From an optimization exercise on the open Yosys and OpenROAD flow, aimed at small area and a short achievable clock period; shortcuts taken in it are not production practice.
RTL that was checked went through simulation tests only; none was proved equivalent to the original.
Power is estimated from default activity; no workload was simulated.

main:
==> flow/design.v <==
`timescale 1ns / 1ps
module entropy_encode_dc_coefficients #(parameter ADDER = 0) (
	input clk,
	input reset_n,
	input in_valid,
	input in_first,
	input [15:0] DcCoeff,
	output out_valid,
	output [31:0] codeword,
	output [5:0] codeword_length
);
reg first_pending;
wire is_first = in_first | first_pending;
reg [15:0] x1;
reg [15:0] pp;        
reg        v1, f1;
always @(posedge clk) begin
	if (!reset_n) begin
		first_pending <= 1'b1;
		v1 <= 1'b0;
	end else begin
		if (in_valid) first_pending <= 1'b0;
		v1 <= in_valid;
	end
	if (in_valid) x1 <= DcCoeff;
	pp <= ~(DcCoeff ^ (x1 & {16{~is_first}}));
	f1 <= is_first;
end
reg        sgn;       
wire [15:0] gg = ~pp & (x1 ^ {16{sgn}});
wire        eq = &pp;                                    
wire [15:0] g0 = {gg[15:1], gg[0] | pp[0]};
wire [16:0] c;
assign c[0] = 1'b1;
genvar b;
generate
	if (ADDER == 1) begin : g_ripple
		for (b = 0; b < 16; b = b + 1) begin : g_r
			assign c[b+1] = g0[b] | (pp[b] & c[b]);
		end
	end else begin : g_sklansky
		wire [15:0] G0 = g0, P0 = pp;
		wire [15:0] G1, P1, G2, P2, G3, P3, G4, P4;
		for (b = 0; b < 16; b = b + 1) begin : g_l0
			if (b & 1) begin : g_node
				assign G1[b] = G0[b] | (P0[b] & G0[((b >> 0) << 0) - 1]);
				assign P1[b] = P0[b] & P0[((b >> 0) << 0) - 1];
			end else begin : g_pass
				assign G1[b] = G0[b];
				assign P1[b] = P0[b];
			end
		end
		for (b = 0; b < 16; b = b + 1) begin : g_l1
			if (b & 2) begin : g_node
				assign G2[b] = G1[b] | (P1[b] & G1[((b >> 1) << 1) - 1]);
				assign P2[b] = P1[b] & P1[((b >> 1) << 1) - 1];
			end else begin : g_pass
				assign G2[b] = G1[b];
				assign P2[b] = P1[b];
			end
		end
		for (b = 0; b < 16; b = b + 1) begin : g_l2
			if (b & 4) begin : g_node
				assign G3[b] = G2[b] | (P2[b] & G2[((b >> 2) << 2) - 1]);
				assign P3[b] = P2[b] & P2[((b >> 2) << 2) - 1];
			end else begin : g_pass
				assign G3[b] = G2[b];
				assign P3[b] = P2[b];
			end
		end
		for (b = 0; b < 16; b = b + 1) begin : g_l3
			if (b & 8) begin : g_node
				assign G4[b] = G3[b] | (P3[b] & G3[((b >> 3) << 3) - 1]);
				assign P4[b] = P3[b] & P3[((b >> 3) << 3) - 1];
			end else begin : g_pass
				assign G4[b] = G3[b];
				assign P4[b] = P3[b];
			end
		end
		assign c[16:1] = G4;
	end
endgenerate
wire [15:0] e = pp ^ c[15:0];
wire        e16 = pp[15] ^ c[16];
wire [16:0] m = {e ^ {16{e16}}, e16};
wire d_neg = sgn ? (~e16 & ~eq) : e16;
always @(posedge clk) begin
	if (in_valid & is_first) sgn <= 1'b0;
	else if (v1) sgn <= d_neg & ~f1;
end
reg [16:0] m2;
reg        v2, f2;
reg [1:0]  cls;    
always @(posedge clk) begin
	if (!reset_n) v2 <= 1'b0;
	else v2 <= v1;
	m2 <= m;
	f2 <= f1;
end
wire [1:0] mcls = (m2 == 17'd0) ? 2'd0 :
                  (m2 <= 17'd2) ? 2'd1 :
                  (m2 <= 17'd4) ? 2'd2 : 2'd3;
always @(posedge clk) begin
	if (v2) cls <= f2 ? 2'd3 : mcls;
end
wire cF = f2;
wire c0 = ~f2 & (cls == 2'd0);
wire c1 = ~f2 & (cls == 2'd1);
wire c2 = ~f2 & (cls == 2'd2);
wire c3 = ~f2 & (cls == 2'd3);
wire mlt4 = (m2[16:2] == 15'd0);      
wire [17:0] lowk;     
assign lowk = cF ? 18'h1f : c1 ? 18'h1 : c3 ? 18'h7 : 18'h0;
wire [16:0] mm = m2 | lowk[16:0];
wire [17:0] cin;      
assign cin[0] = 1'b1;
genvar j;
generate for (j = 1; j < 18; j = j + 1) begin : g_carry
	assign cin[j] = &mm[j-1:0];
end endgenerate
wire inc = ~c2;
wire [17:0] s;
assign s[16:0] = m2 ^ (cin[16:0] & ~lowk[16:0] & {17{inc}});
assign s[17] = inc & cin[17];
wire [17:0] cw = {s[17:3], s[2] | (c2 & mlt4), s[1:0]};
wire [16:0] w = m2 | {12'b0, cF, cF, cF | c3 | c2, cF | c3, cF | c3 | c1};
wire all1 = inc & w[0] & (&(~w[16:1] | w[15:0]));
reg [4:0] flw;
integer i;
always @(*) begin
	flw = 5'd0;
	for (i = 1; i < 17; i = i + 1)
		if (w[i]) flw = i;
end
wire [1:0] sh = cF ? 2'd2 : (c3 | (c2 & mlt4)) ? 2'd1 : 2'd0;
wire [4:0] half = flw + {4'b0, all1} - {3'b0, sh};
wire [5:0] len = {half, c0 | (c2 & mlt4)};
reg        v3;
reg [17:0] cw3;
reg [5:0]  len3;
always @(posedge clk) begin
	if (!reset_n) v3 <= 1'b0;
	else v3 <= v2;
	cw3 <= cw;
	len3 <= len;
end
assign out_valid = v3;
assign codeword = {14'h0, cw3};
assign codeword_length = len3;
endmodule
Settings: LEC_CHECK=0, ABC_AREA=1, CAP_MARGIN=20, CORE_MARGIN=2, CORE_UTILIZATION=65, CTS_CLUSTER_DIAMETER=200, CTS_CLUSTER_SIZE=50, SETUP_SLACK_MARGIN=2.8, SLEW_MARGIN=20; clock period 5.0 ns.
standard.sh (not shown) runs the stock make flow with config.mk's settings and CLKGATE_MAP_FILE= SYNTH_SCRIPT=/design/flow/synth_recipe.tcl, a recipe that flattens the netlist after the stock synthesis.
==> flow/flow/run.sh <==
#!/bin/bash
# The standard layout with two changes:
#  - the input and output ports are buffered with plain buffers instead of
#    the delay buffers buffer_ports picks by default;
#  - synthesis leaves adders to ABC instead of mapping them to full/half-adder
#    cells first (ADDER_MAP_FILE empty); registers are unchanged.
# make's full output goes to make.log in the work folder; ORFS keeps each
# tool's log under orfs/logs/.
set -euo pipefail
cd "$(dirname "$0")/.."
bash standard.sh "BUFFER_PORTS_ARGS=-buffer_cell sky130_fd_sc_hd__buf_2" "ADDER_MAP_FILE=" finish > make.log 2>&1
In summary, main completed successfully, with a layout that passed the timing, DRC and antenna checks.
Input changes introduced in the feature branch (baseline for comparison: main):
--- a/flow/design.v
+++ b/flow/design.v
@@ -124,15 +124,23 @@
 assign s[17] = inc & cin[17];
 wire [17:0] cw = {s[17:3], s[2] | (c2 & mlt4), s[1:0]};
-wire [16:0] w = m2 | {12'b0, cF, cF, cF | c3 | c2, cF | c3, cF | c3 | c1};
-wire all1 = inc & w[0] & (&(~w[16:1] | w[15:0]));
-reg [4:0] flw;
+wire [17:0] t;
+generate for (j = 1; j < 18; j = j + 1) begin : g_therm
+	if (j < 17) begin : g_or
+		assign t[j] = (|m2[16:j]) | (inc & cin[j]) | (c2 & (j <= 2));
+	end else begin : g_top
+		assign t[j] = inc & cin[j];
+	end
+end endgenerate
+assign t[0] = 1'b1;
+wire [1:0] sh = cF ? 2'd2 : (c3 | (c2 & mlt4)) ? 2'd1 : 2'd0;
+wire [19:0] tx = {2'b00, t};
+wire [17:0] u = (sh == 2'd2) ? tx[19:2] : (sh == 2'd1) ? tx[18:1] : tx[17:0];
+reg [4:0] half;
 integer i;
 always @(*) begin
-	flw = 5'd0;
-	for (i = 1; i < 17; i = i + 1)
-		if (w[i]) flw = i;
+	half = 5'd0;
+	for (i = 1; i < 18; i = i + 1)
+		if (u[i] & ~u[(i < 17) ? i + 1 : 17] | (i == 17 & u[17])) half = i;
 end
-wire [1:0] sh = cF ? 2'd2 : (c3 | (c2 & mlt4)) ? 2'd1 : 2'd0;
-wire [4:0] half = flw + {4'b0, all1} - {3'b0, sh};
 wire [5:0] len = {half, c0 | (c2 & mlt4)};
 reg        v3;
Results
On wire length of the first global-routing pass: the feature branch sits above main. The met1 usage of the feature branch is higher than that of main. The standard cells in the feature branch occupy more silicon area than those in main do. [compare] base=main new=the feature branch: total of max-cap violations held steady, clock group share of total power grew by 1.5 points, all-layer global routing usage grew by 0.49 points, synthesized area grew by 520 µm². Taking the feature branch as 1.0, main lands at 0.839 on cell count. The feature branch vs main — routed wire length climbed by a little under 10%.
For main, only the layout was checked, not whether the RTL still works.

separate check: timing with driven ports:
The results above use ideal ports. As a check the final layouts listed here were re-extracted and re-timed, cells and wires unchanged.
Step 1: set_driving_cell puts a clkbuf_16 on clk and a buf_2 on each other input, an assumption about the parent block.
Step 2, shift: input delay + t, output delay - t, t = (earliest + latest rising clock arrival at the registers) / 2. This alone moves slack from input paths to output paths.
Slacks: ideal ports / drivers / drivers and shift; pairs: ideal ports / drivers.
run | shift t [ns] | slack for setup (ns) | cell pins on the clock port's net
main | 0.376 | 2.758 / 2.758 / 2.758 | 1
the feature branch | 0.381 | 2.977 / 2.977 / 2.890 | 1
After both steps setup and hold are still met in every run listed. For the feature branch, which loses most, drivers alone change the setup slack by 0.000 ns; drivers and shift together by -0.087 ns.
